This design comes from an exercise in tuning for small area on the open sky130 flow, not from production work.
Power is estimated from default activity; no workload was simulated.

==> flow/design.v <==
module ate(clk,reset,pix_data,bin,threshold);
input clk;
input reset;
input [7:0] pix_data;
output reg bin;
output reg [7:0] threshold;
reg [7:0] buffer [63:0];
reg [5:0] count;    
reg [2:0] col;      
reg [7:0] nmax;        
reg [7:0] nmin;        
wire [7:0] max = ~nmax;
wire [7:0] min = ~nmin;
integer i;
function cy8;
	input [7:0] x;
	input [7:0] y;
	input       cin;
	integer k;
	reg c;
	begin
		c = cin;
		for (k = 0; k < 8; k = k + 1)
			c = (x[k] & y[k]) | (x[k] & c) | (y[k] & c);
		cy8 = c;
	end
endfunction
function ge8;
	input [7:0] a;
	input [7:0] b;
	integer k;
	reg r;
	begin
		r = 1'b1;
		for (k = 0; k < 8; k = k + 1)
			r = (a[k] & ~b[k]) | ((a[k] | ~b[k]) & r);
		ge8 = r;
	end
endfunction
wire       low0     = ~|count[4:0];
wire       last     = low0 & ~count[5];
wire [2:0] col_next = last ? {col[1:0], ~col[2]} : col;
wire       act_next = ~col_next[0] | col_next[2];    
reg  [8:0] sum;      
reg        ncy;
reg  [7:0] nmx, nmn;
integer j;
always @(*) begin
	nmx = nmax;
	nmn = nmin;
	ncy = nmx[0] & nmn[0];
	sum[0] = 1'b0;
	for (j = 1; j < 8; j = j + 1) begin
		sum[j] = ~(nmx[j] ^ nmn[j] ^ ncy);
		ncy = (nmx[j] & nmn[j]) | (nmx[j] & ncy) | (nmn[j] & ncy);
	end
	sum[8] = ~ncy;
end
wire [7:0] thr_next = last ? (act_next ? sum[8:1] : 8'd0) : threshold;
always @(posedge clk) begin
	buffer[0] <= pix_data;
	for (i = 1; i < 64; i = i + 1)
		buffer[i] <= buffer[i-1];
	if (last | cy8(pix_data, nmax, 1'b0))      
		nmax <= ~pix_data;
	if (last | ~cy8(pix_data, nmin, 1'b1))     
		nmin <= ~pix_data;
end
always @(posedge reset or posedge clk) begin
	if (reset) begin
		count <= 6'd0;
		col <= 3'd0;
		threshold <= 8'd0;
		bin <= 1'b0;
	end
	else begin
		count <= {count[4:0], count[5] ^ count[4] ^ low0};
		col <= col_next;
		threshold <= thr_next;
		bin <= act_next & ge8(buffer[63], thr_next);
	end
end
endmodule
export LEC_CHECK = 0
export CAP_MARGIN = 20
export CORE_MARGIN = 2
export CORE_UTILIZATION = 45
export SETUP_SLACK_MARGIN = 0.15
export SLEW_MARGIN = 20
create_clock -name core_clock -period 4.0 [get_ports {clk}]
standard.sh (not shown) runs the stock make flow with config.mk's settings and CLKGATE_MAP_FILE= SYNTH_SCRIPT=/design/flow/synth_recipe.tcl, a recipe that flattens the netlist after the stock synthesis.
==> flow/flow/run.sh <==
#!/bin/bash
export CTS_ARGS="-sink_clustering_enable -repair_clock_nets -dont_use_dummy_load -buf_list sky130_fd_sc_hd__clkbuf_4 -sink_clustering_size 12 -sink_clustering_max_diameter 50"
export BUFFER_PORTS_ARGS="-buffer_cell sky130_fd_sc_hd__buf_1"
bash standard.sh > standard.log 2>&1
The baseline completed, yet does not pass: negative setup slack.
Edit:
--- a/flow/design.v
+++ b/flow/design.v
@@ -9,25 +9,12 @@
 reg [2:0] col;      
 reg [7:0] nmax;        
 reg [7:0] nmin;        
 wire [7:0] max = ~nmax;
 wire [7:0] min = ~nmin;
 integer i;
-function cy8;
-	input [7:0] x;
-	input [7:0] y;
-	input       cin;
-	integer k;
-	reg c;
-	begin
-		c = cin;
-		for (k = 0; k < 8; k = k + 1)
-			c = (x[k] & y[k]) | (x[k] & c) | (y[k] & c);
-		cy8 = c;
-	end
-endfunction
 function ge8;
 	input [7:0] a;
 	input [7:0] b;
 	integer k;
 	reg r;
 	begin
@@ -58,15 +45,15 @@
 end
 wire [7:0] thr_next = last ? (act_next ? sum[8:1] : 8'd0) : threshold;
 always @(posedge clk) begin
 	buffer[0] <= pix_data;
 	for (i = 1; i < 64; i = i + 1)
 		buffer[i] <= buffer[i-1];
-	if (last | cy8(pix_data, nmax, 1'b0))      
+	if (last | ~ge8(max, pix_data))
 		nmax <= ~pix_data;
-	if (last | ~cy8(pix_data, nmin, 1'b1))     
+	if (last | ~ge8(pix_data, min))
 		nmin <= ~pix_data;
 end
 always @(posedge reset or posedge clk) begin
 	if (reset) begin
 		count <= 6'd0;
 		col <= 3'd0;
The changed run finished with negative setup slack left.
Setup slack got worse by 130 ps.
Die area went up by 0.39%.
Clock power barely changes.
Final cell count stays the same.
Wire length went up by 1.5%.
Count of clock-buffer cells in the layout rises by 1.
Global-route usage goes up by 0.48 points.
Via count grows by 1.6%.
Power barely changes.
Fmax came out lower by 3.1%.
Design area stays flat.
Core utilization is about the same.
Area after synthesis went up by 0.40%.
Function was not checked in any run of this note: the RTL went through the layout flow alone.

==> static timing again, ports no longer ideal <==
How much do the figures lean on ideal ports? The routed layouts below were timed once more, with nothing changed but the port constraints.
Step 1 assumes that a clkbuf_16 drives the clock port and a buf_2 every other input.
Step 2 moves the port delays by t, midway between the first and last clock arrival at a register: inputs arrive t later, outputs are due t later. That takes back most of the time a late clock gives input paths.
Three values: ideal, step 1, step 2; two values: the first two.
| run | shift t [ns] | setup WS [ns] | worst setup path after step 2 | latest minus earliest clock arrival (ns) | cell pins on the clock port's net |
|---|---|---|---|---|---|
| the first run | 0.688 | -0.058 / -0.058 / -0.058 | register to register | 0.053 / 0.053 | 1 |
| the second run | 0.688 | -0.189 / -0.189 / -0.189 | register to register | 0.082 / 0.082 | 1 |
